Context: an optimization exercise on an open-source flow, tuned for small area and few clock cycles per item. The choices shown serve that exercise and are no tape-out recipe.
In this exercise RTL edits were held to simulation tests only and were not proved equivalent to the original.

== job 101 ==
Design DCSformer, start of the top module:
module DCSformer(
	clk,
	rst_n,
	i_valid,
	w_valid,
	i_data,
	w_data,
	w_ready,
	o_valid,
	o_data
);
==> flow/config.mk <==
export PLATFORM = sky130hd
export DESIGN_NAME = DCSformer
export DESIGN_NICKNAME = DCSformer
export VERILOG_FILES = /design/flow/design.v
export SDC_FILE = /design/flow/constraint.sdc
export NUM_CORES = 4
export LEC_CHECK = 0
export CAP_MARGIN = 0
export CORE_MARGIN = 2
export CORE_UTILIZATION = 55
export CTS_CLUSTER_DIAMETER = 70
export CTS_CLUSTER_SIZE = 32
export SLEW_MARGIN = 0
==> flow/constraint.sdc <==
create_clock -name core_clock -period 6.0 [get_ports {clk}]
set_input_delay 1.2000 -clock core_clock [delete_from_list [all_inputs] [get_ports {clk}]]
set_output_delay 1.2000 -clock core_clock [all_outputs]
set_load 0.01 [all_outputs]
run.sh (not shown) runs the stock make flow with config.mk's settings and CLKGATE_MAP_FILE= SYNTH_SCRIPT=/design/flow/synth_recipe.tcl, a recipe that flattens the netlist after the stock synthesis.
Testbench counts of job 101, summed over its fixed seeds: cycles 29,944, items 192.
Edits applied to the flow inputs when going from job 101 to job 102:
-- flow/config.mk --
<<< job 101, line 10
export CORE_UTILIZATION = 55
export CTS_CLUSTER_DIAMETER = 70
export CTS_CLUSTER_SIZE = 32
export SLEW_MARGIN = 0
>>> job 102, line 10
export CORE_UTILIZATION = 55
export SLEW_MARGIN = 0
The final reports for job 102 and job 101 show sequential cell area share lower in the former.
Diff job 101..job 102 | setup slack | negligible
Job 102 ends up with a first-iteration DRC count that is about 0.8% higher than in job 101.
In job 102, the arrival time of the worst setup path came out 0.03 ns above the value in job 101.

---

Another version of the RTL of DCSformer (not shown whole).
Size: roughly 6000 cells after synthesis, about 54 I/O pins, about 82000 µm² of cells after synthesis.
==> flow/config.mk <==
export PLATFORM = sky130hd
export DESIGN_NAME = DCSformer
export DESIGN_NICKNAME = DCSformer
export VERILOG_FILES = /design/flow/design.v
export SDC_FILE = /design/flow/constraint.sdc
export NUM_CORES = 4
export LEC_CHECK = 0
export CAP_MARGIN = 0
export CORE_MARGIN = 2
export CORE_UTILIZATION = 58
export CTS_CLUSTER_DIAMETER = 80
export CTS_CLUSTER_SIZE = 24
export SLEW_MARGIN = 0
==> flow/constraint.sdc <==
create_clock -name core_clock -period 6.0 [get_ports {clk}]
set_input_delay 1.2000 -clock core_clock [delete_from_list [all_inputs] [get_ports {clk}]]
set_output_delay 1.2000 -clock core_clock [all_outputs]
set_load 0.01 [all_outputs]
standard.sh (not shown) runs the stock make flow with config.mk's settings and CLKGATE_MAP_FILE= SYNTH_SCRIPT=/design/flow/synth_recipe.tcl, a recipe that flattens the netlist after the stock synthesis.
==> flow/flow/run.sh <==
#!/bin/bash
# Own flow: the standard synthesis, then flow/bubble.py removes inverters
# around full adders in the synthesized netlist (a full adder is self-dual, so
# it can be implemented in complemented form), then the standard layout
# from that netlist. Each step logs to its own file in this folder.
set -euo pipefail
R=orfs/results/${FLOW_PLATFORM}/DCSformer/base
bash standard.sh synth > synth.log 2>&1
cp "$R/1_2_yosys.v" "$R/1_2_yosys.std.v"
python3 flow/bubble.py "$R/1_2_yosys.std.v" "$R/1_2_yosys.v" > bubble.log 2>&1
rm -f "$R/1_synth.odb" "$R/1_synth.sdc"
bash standard.sh > layout.log 2>&1
Other scripts of this flow, unchanged in this note and not shown: flow/flow/bubble.py
The first run ran to the end with no violations.
Testbench counts at the start, summed over its fixed seeds: cycles 29,944, items 192.
==> next run, changes <==
CORE_UTILIZATION = 55   (was 58)
Design area barely changes.
Worst setup slack improved by 0.029 ns.
Area after synthesis does not change.
Global-route usage drops by 1.2 points.
==> next run, changes <==
CTS_CLUSTER_DIAMETER = 85   (was 80)
CTS_CLUSTER_SIZE = 28   (was 24)
Clock-buffer cell count fell by 28. Clock skew rose by 0.037 ns.
==> next run, changes <==
CORE_UTILIZATION = 62   (was 55)
CTS_CLUSTER_DIAMETER = 80   (was 85)
CTS_CLUSTER_SIZE = 24   (was 28)
Result:
- design area stays flat
- synthesized cell count stays the same
- global-route usage is higher by 2.8 points
- clock-buffer cell count goes up by 25
- maximum frequency drops by 1.5%

[afterwards: timing with drivers on the ports]
The results above use ideal ports. As a check the final layouts listed here were re-extracted and re-timed, cells and wires unchanged. Step 1: set_driving_cell puts a clkbuf_16 on clk and a buf_2 on each other input, an assumption about the parent block. Step 2 times the ports against the registers' clock, not the clock port: input delays grow and output delays shrink by t, the midpoint of the rising clock arrivals with the driver on. a / b / c = no drivers / after step 1 / after step 2; a / b = the first two.
run	shift t [ns]	slack for setup (ns)	worst setup path after step 2
job 101	0.845	0.138 / 0.138 / 0.138	register to register
job 102	0.889	0.135 / 0.135 / 0.135	register to register
the first run of note 2	0.845	0.164 / 0.164 / 0.164	register to register
the second run of note 2	0.827	0.193 / 0.193 / 0.193	register to register
the third run of note 2	0.837	0.198 / 0.198 / 0.198	register to register
the fourth run of note 2	0.824	0.112 / 0.112 / 0.112	register to register
After both steps every run listed still meets setup and hold.
